What follows belongs to an exercise in optimizing a design on an open flow for small area, a short achievable clock period and few clock cycles; a production flow would make more cautious choices.

== old ==
==> flow/design.v <==
`timescale 1ns / 1ps
module np_read_req_gen(
    input         clk,
    input         rst,
    input         transferstart,
    input         rd_dma_start_one,
    input  [63:0] dmaras,
    input  [31:0] dmarad,
    input  [31:0] dmarxs,
    input         rd_TX_des_start_one,
    input  [63:0] TX_des_addr,
    input  [2:0]  read_req_size,
    input  [15:0] req_id,
    input  [31:0] completion_pending,
    output        ready,
    output        non_posted_fifo_wren,
    output [63:0] non_posted_fifo_data,
    output [4:0]  tx_waddr,
    output [31:0] tx_wdata,
    output        tx_we
    );
function [11:0] add11(input [10:0] x, input [10:0] y, input cin);
    reg [10:0] g, p, G, P;
    integer l, i, j;
    begin
        g = x & y;
        p = x ^ y;
        G = g;
        P = p;
        G[0] = g[0] | (p[0] & cin);
        for (l = 0; l < 4; l = l + 1)
            for (i = 0; i < 11; i = i + 1)
                if (i & (1 << l)) begin
                    j = ((i >> l) << l) - 1;
                    G[i] = G[i] | (P[i] & G[j]);
                    P[i] = P[i] & P[j];
                end
        add11 = {G[10], p ^ {G[9:0], cin}};
    end
endfunction
function [51:0] pand52(input [51:0] x);
    reg [51:0] s;
    integer l, i, j;
    begin
        s = x;
        for (l = 0; l < 6; l = l + 1)
            for (i = 0; i < 52; i = i + 1)
                if (i & (1 << l)) begin
                    j = ((i >> l) << l) - 1;
                    s[i] = s[i] & s[j];
                end
        pand52 = s;
    end
endfunction
function le11(input [10:0] x, input [10:0] y);
    reg [11:0] r;
    begin
        r = add11(y, ~x, 1'b1);    
        le11 = r[11];
    end
endfunction
reg        rdy, s_calc, s_w1, s_w2;
reg        des;           
reg        last;          
reg        ok;            
reg        fmt;           
reg [63:2] a;             
reg [27:2] d;             
reg [31:2] n;             
reg        nhz;           
reg [12:2] fkb;           
reg [12:2] LA;            
reg [12:2] LB;            
reg        inc, dinc;     
reg [5:0]  rsh;           
reg [4:0]  T;             
reg [5:0]  blk;           
reg        wren;
reg        w2f, w2n;      
wire start_dma = rdy & rd_dma_start_one;
wire start_des = rdy & rd_TX_des_start_one;
wire start = start_dma | start_des;
wire fire1 = s_w1 & ok;   
wire [12:2] R = {rsh, 5'd0};
wire [10:0] m_lo = {|rsh[5:5], |rsh[5:4], |rsh[5:3], |rsh[5:2], |rsh[5:1], 5'b11111};
wire [10:0] m_hi = {|rsh[4:0], |rsh[3:0], |rsh[2:0], |rsh[1:0], rsh[0], 6'b0};
wire nR = nhz & ~|(n[12:2] & m_hi) & (~|(n[12:2] & R) | ~|(n[12:2] & m_lo));
wire FR = ~|(fkb & m_hi) & (~|(fkb & R) | ~|(fkb & m_lo));
wire nF = nhz & le11(n[12:2], fkb);
wire lst = nR & nF;
wire [12:2] Lnx = lst ? n[12:2] : (FR ? fkb : R);
wire s_calc_d = ~rst & start_dma;
wire s_w1_d = ~rst & (start_des | (transferstart & (s_calc | (s_w1 & ~ok) | (s_w2 & ~last))));
wire s_w2_d = ~rst & fire1;
wire rdy_d = rst | (rdy & ~rd_dma_start_one & ~rd_TX_des_start_one)
           | (~transferstart & (s_calc | (s_w1 & ~ok))) | (s_w2 & (last | ~transferstart));
wire [12:2] L_d = (start_des | des) ? 11'd8 : Lnx;
wire [4:0] T_d = T + {4'd0, s_w2};
wire ok_d = ~completion_pending[T_d];
wire fire1_d = s_w1_d & ok_d;
wire [11:0] lo_sum = add11({1'b0, a[11:2]}, {1'b0, LB[11:2]}, 1'b0);
wire [11:0] a_cy = add11({1'b0, a[11:2]}, {1'b0, LA[11:2]}, 1'b0);    
wire [5:0] blk_d = {&a[63:56], &a[55:48], &a[47:40], &a[39:32], &a[31:22], &a[21:12]};
wire [5:0] bcin = {&blk[4:0], &blk[3:0], &blk[2:0], &blk[1:0], blk[0], 1'b1};    
reg [63:12] bpre;    
integer bi;
always @(*) begin
    for (bi = 12; bi < 64; bi = bi + 1)
        if (bi == 12 || bi == 22 || bi == 32 || bi == 40 || bi == 48 || bi == 56)
            bpre[bi] = 1'b1;
        else
            bpre[bi] = bpre[bi-1] & a[bi-1];
end
wire [63:12] hcy = bpre & {{8{bcin[5]}}, {8{bcin[4]}}, {8{bcin[3]}}, {8{bcin[2]}}, {10{bcin[1]}}, {10{bcin[0]}}};
wire [63:12] hi_sum = a[63:12] ^ (hcy & {52{inc}});
wire c32 = inc & blk[0] & blk[1];
wire hi_ones = &blk[5:2];    
wire [63:0] ld_addr = rd_dma_start_one ? dmaras : TX_des_addr;
wire ld_fmt = |ld_addr[63:32];
wire fmt_d = start ? ld_fmt : ((|a[63:32]) & ~(c32 & hi_ones)) | (c32 & ~hi_ones);
wire [11:0] d_lo = add11(d[12:2], LB, 1'b0);
wire [11:0] d_cy = add11(d[12:2], LA, 1'b0);    
wire [14:0] d_hiall = pand52({37'd0, d[27:13]});
wire [27:13] d_hi = d[27:13] ^ ({d_hiall[13:0], 1'b1} & {15{dinc}});
wire [11:0] n_lo = add11(n[12:2], ~LA, 1'b1);            
wire [18:0] n_hiz = pand52({33'd0, ~n[31:13]});
wire [31:13] n_hi = n[31:13] ^ ({n_hiz[17:0], 1'b1} & {19{~n_lo[11]}});
wire n_is1 = n[13] & ~|n[31:14];
wire nhz_d = start_dma ? ~|dmarxs[31:13] : n_lo[11] ? nhz : n_is1;
wire [11:0] f_lo = add11(fkb, ~LA, 1'b1);
wire [11:0] f0 = add11(11'd0, {1'b0, ~dmaras[11:2]}, 1'b1);  
always @(posedge clk) begin
    rdy <= rdy_d;
    s_calc <= s_calc_d;
    s_w1 <= s_w1_d;
    s_w2 <= s_w2_d;
    wren <= s_w2_d | fire1_d;
    w2f <= fire1 & fmt;
    w2n <= fire1 & ~fmt;
    T <= rst ? 5'd0 : T_d;
    blk <= blk_d;
    ok <= ok_d;
    LA <= fire1_d ? L_d : 11'd0;
    LB <= LA;
    inc <= a_cy[10] | LA[12];
    dinc <= d_cy[11];
    last <= lst | start_des | des | (s_w1 & ~transferstart);
    fmt <= fmt_d;
    des <= start_des | (des & ~start_dma);
    rsh <= 6'd1 << read_req_size;
    a <= start ? ld_addr[63:2] : {hi_sum, lo_sum[9:0]};
    d <= start_dma ? dmarad[27:2] : {d_hi, d_lo[10:0]};
    n <= start_dma ? dmarxs[31:2] : {n_hi, n_lo[10:0]};
    nhz <= nhz_d;
    fkb <= start_dma ? f0[10:0] : (fkb == LA) ? 11'd1024 : f_lo[10:0];
end
assign ready = rdy;
assign non_posted_fifo_wren = wren;
assign non_posted_fifo_data[63]    = (w2f & a[63]) | (w2n & a[31]);
assign non_posted_fifo_data[62]    = (w2f & a[62]) | (w2n & a[30]);
assign non_posted_fifo_data[61]    = (w2f & a[61]) | (w2n & a[29]) | (s_w1 & fmt);
assign non_posted_fifo_data[60:42] = ({19{w2f}} & a[60:42]) | ({19{w2n}} & a[28:10]);
assign non_posted_fifo_data[41:34] = ({8{w2f}} & a[41:34]) | ({8{w2n}} & a[9:2]) | ({8{s_w1}} & LA[11:4]);
assign non_posted_fifo_data[33:32] = ({2{w2f}} & a[33:32]) | ({2{s_w1}} & LA[3:2]);
assign non_posted_fifo_data[31:16] = ({16{w2f}} & a[31:16]) | ({16{s_w1}} & req_id);
assign non_posted_fifo_data[15:13] = {3{w2f}} & a[15:13];
assign non_posted_fifo_data[12:8]  = ({5{w2f}} & a[12:8]) | ({5{s_w1}} & T);
assign non_posted_fifo_data[7:2]   = ({6{w2f}} & a[7:2]) | {6{s_w1}};
assign non_posted_fifo_data[1:0]   = {2{s_w1}};
assign tx_we = s_w2;
assign tx_waddr = T;
assign tx_wdata = {des, 9'b0, d[27:6]};
endmodule
Settings: LEC_CHECK=0, CAP_MARGIN=20, CORE_MARGIN=2, CORE_UTILIZATION=55, PLACE_DENSITY=0.7, SETUP_SLACK_MARGIN=2.0, SLEW_MARGIN=20; clock period 4.5 ns.
standard.sh (not shown) runs the stock make flow with config.mk's settings and CLKGATE_MAP_FILE= SYNTH_SCRIPT=/design/flow/synth_recipe.tcl, a recipe that flattens the netlist after the stock synthesis.
==> flow/flow/run.sh <==
#!/bin/bash
# Layout flow: the standard flow (standard.sh) with two changes.
#  1. Synthesis runs the standard script (synth_recipe.tcl) except that ABC maps with
#     flow/abc_delay.script (delay-driven) and adders are not pre-mapped to ripple
#     full/half-adder cells (ADDER_MAP_FILE empty). The registers, their names and cell
#     types are the same as in the standard synthesis.
#  2. Ports get sky130_fd_sc_hd__buf_1 buffers instead of the default delay-buffer cell.
# Each tool's output goes to a log file in this folder (synth.log, standard_flow.log) and
# ORFS's own logs under orfs/logs.
set -euo pipefail
here=$(pwd)
sed 's|^source \$::env(SCRIPTS_DIR)/synth.tcl$|source '"$here"'/flow/synth_delay.tcl|' synth_recipe.tcl > synth_delay_top.tcl
grep -q 'flow/synth_delay.tcl' synth_delay_top.tcl
sed 's|SYNTH_SCRIPT=[^ ]*|SYNTH_SCRIPT='"$here"'/synth_delay_top.tcl|' standard.sh > standard_delay.sh
grep -q 'synth_delay_top.tcl' standard_delay.sh
MY_ABC_SCRIPT=$here/flow/abc_delay.script ADDER_MAP_FILE= bash standard_delay.sh synth > synth.log 2>&1
export BUFFER_PORTS_ARGS="-buffer_cell sky130_fd_sc_hd__buf_1"
bash standard.sh > standard_flow.log 2>&1
==> flow/flow/abc_delay.script <==
strash
dch
map -D 1500
buffer -p
upsize -D 1500
dnsize -D 1500
stime -p
==> flow/flow/synth_delay.tcl <==
# ORFS's synth.tcl, with its ABC call given flow/abc_delay.script (a delay-driven mapping)
# in place of the platform's default ABC script. Everything else is unchanged.
set f [open $::env(SCRIPTS_DIR)/synth.tcl]
set txt [read $f]
close $f
set old {log_cmd abc {*}$abc_args}
if {[string first $old $txt] < 0} { error "synth_delay.tcl: ABC call not found in synth.tcl" }
set txt [string map [list $old {log_cmd abc -script $::env(MY_ABC_SCRIPT) {*}[lrange $abc_args 2 end]}] $txt]
uplevel #0 $txt
old reached the final stage; the timing, design-rule and antenna checks on its layout passed.
diff inputs: old => new
-- flow/design.v --
<<< old, line 75
reg [5:0]  rsh;           
reg [4:0]  T;             
reg [5:0]  blk;           
reg        wren;
>>> new, line 75
reg [5:0]  rsh;           
reg [4:0]  T;             
reg [4:0]  T1;            
reg [5:0]  blk;           
reg        wren;
<<< old, line 96
           | (~transferstart & (s_calc | (s_w1 & ~ok))) | (s_w2 & (last | ~transferstart));
wire [12:2] L_d = (start_des | des) ? 11'd8 : Lnx;
wire [4:0] T_d = T + {4'd0, s_w2};
wire ok_d = ~completion_pending[T_d];
wire fire1_d = s_w1_d & ok_d;
>>> new, line 97
           | (~transferstart & (s_calc | (s_w1 & ~ok))) | (s_w2 & (last | ~transferstart));
wire [12:2] L_d = (start_des | des) ? 11'd8 : Lnx;
wire [4:0] T_d = s_w2 ? T1 : T;
wire ok_d = ~completion_pending[T_d];
wire fire1_d = s_w1_d & ok_d;
<<< old, line 117
wire hi_ones = &blk[5:2];    
wire [63:0] ld_addr = rd_dma_start_one ? dmaras : TX_des_addr;
wire ld_fmt = |ld_addr[63:32];
wire fmt_d = start ? ld_fmt : ((|a[63:32]) & ~(c32 & hi_ones)) | (c32 & ~hi_ones);
wire [11:0] d_lo = add11(d[12:2], LB, 1'b0);
>>> new, line 118
wire hi_ones = &blk[5:2];    
wire [63:0] ld_addr = rd_dma_start_one ? dmaras : TX_des_addr;
wire ld_fmt = rd_dma_start_one ? |dmaras[63:32] : |TX_des_addr[63:32];
wire fmt_d = start ? ld_fmt : ((|a[63:32]) & ~(c32 & hi_ones)) | (c32 & ~hi_ones);
wire [11:0] d_lo = add11(d[12:2], LB, 1'b0);
<<< old, line 139
    w2n <= fire1 & ~fmt;
    T <= rst ? 5'd0 : T_d;
    blk <= blk_d;
    ok <= ok_d;
>>> new, line 140
    w2n <= fire1 & ~fmt;
    T <= rst ? 5'd0 : T_d;
    T1 <= rst ? 5'd1 : T_d + 5'd1;
    blk <= blk_d;
    ok <= ok_d;
<<< old, line 157
assign ready = rdy;
assign non_posted_fifo_wren = wren;
assign non_posted_fifo_data[63]    = (w2f & a[63]) | (w2n & a[31]);
assign non_posted_fifo_data[62]    = (w2f & a[62]) | (w2n & a[30]);
assign non_posted_fifo_data[61]    = (w2f & a[61]) | (w2n & a[29]) | (s_w1 & fmt);
assign non_posted_fifo_data[60:42] = ({19{w2f}} & a[60:42]) | ({19{w2n}} & a[28:10]);
assign non_posted_fifo_data[41:34] = ({8{w2f}} & a[41:34]) | ({8{w2n}} & a[9:2]) | ({8{s_w1}} & LA[11:4]);
assign non_posted_fifo_data[33:32] = ({2{w2f}} & a[33:32]) | ({2{s_w1}} & LA[3:2]);
assign non_posted_fifo_data[31:16] = ({16{w2f}} & a[31:16]) | ({16{s_w1}} & req_id);
assign non_posted_fifo_data[15:13] = {3{w2f}} & a[15:13];
>>> new, line 159
assign ready = rdy;
assign non_posted_fifo_wren = wren;
assign non_posted_fifo_data[63]    = (s_w2 & a[63]) | (w2n & a[31]);
assign non_posted_fifo_data[62]    = (s_w2 & a[62]) | (w2n & a[30]);
assign non_posted_fifo_data[61]    = (s_w2 & a[61]) | (w2n & a[29]) | (s_w1 & fmt);
assign non_posted_fifo_data[60:42] = ({19{s_w2}} & a[60:42]) | ({19{w2n}} & a[28:10]);
assign non_posted_fifo_data[41:34] = ({8{s_w2}} & a[41:34]) | ({8{w2n}} & a[9:2]) | LA[11:4];
assign non_posted_fifo_data[33:32] = ({2{s_w2}} & a[33:32]) | LA[3:2];
assign non_posted_fifo_data[31:16] = ({16{w2f}} & a[31:16]) | ({16{s_w1}} & req_id);
assign non_posted_fifo_data[15:13] = {3{w2f}} & a[15:13];
Cell count: new higher than old. new vs. old: maximum frequency +2.6%, routed wire length +510 um, signed area change from the synthesized netlist to the final layout -1.1 points, number of buffers on the longest clock path ~0 delta. new ended up with non_posted_fifo_data[42] as its capture point of the critical path; old ended up with non_posted_fifo_data[44].
No run of this note included a check of the RTL's function; only the layout flow was run.

-- static timing again, ports no longer ideal --
Ports are ideal in the flow. The routed layouts listed here were re-timed in OpenROAD. Step 1: set_driving_cell puts a clkbuf_16 on clk and a buf_2 on each other input, an assumption about the parent block. Step 2 also shifts input and output timing later by t, the mid clock arrival at the registers, as if the neighbouring blocks saw the same clock. Slacks: no drivers / after step 1 / after step 2; pairs: no drivers / after step 1.
run	t, ns	slack for setup (ns)	worst hold slack (ns)	worst setup path at the end
old	0.482	1.970 / 1.923 / 1.627	0.414 / 0.414 / 0.414	input to register
new	0.481	2.035 / 1.985 / 1.697	0.441 / 0.441 / 0.441	input to register
After both steps setup and hold are still met in every run listed. For old, which loses most, drivers alone change the setup slack by -0.047 ns; drivers and shift together by -0.343 ns.
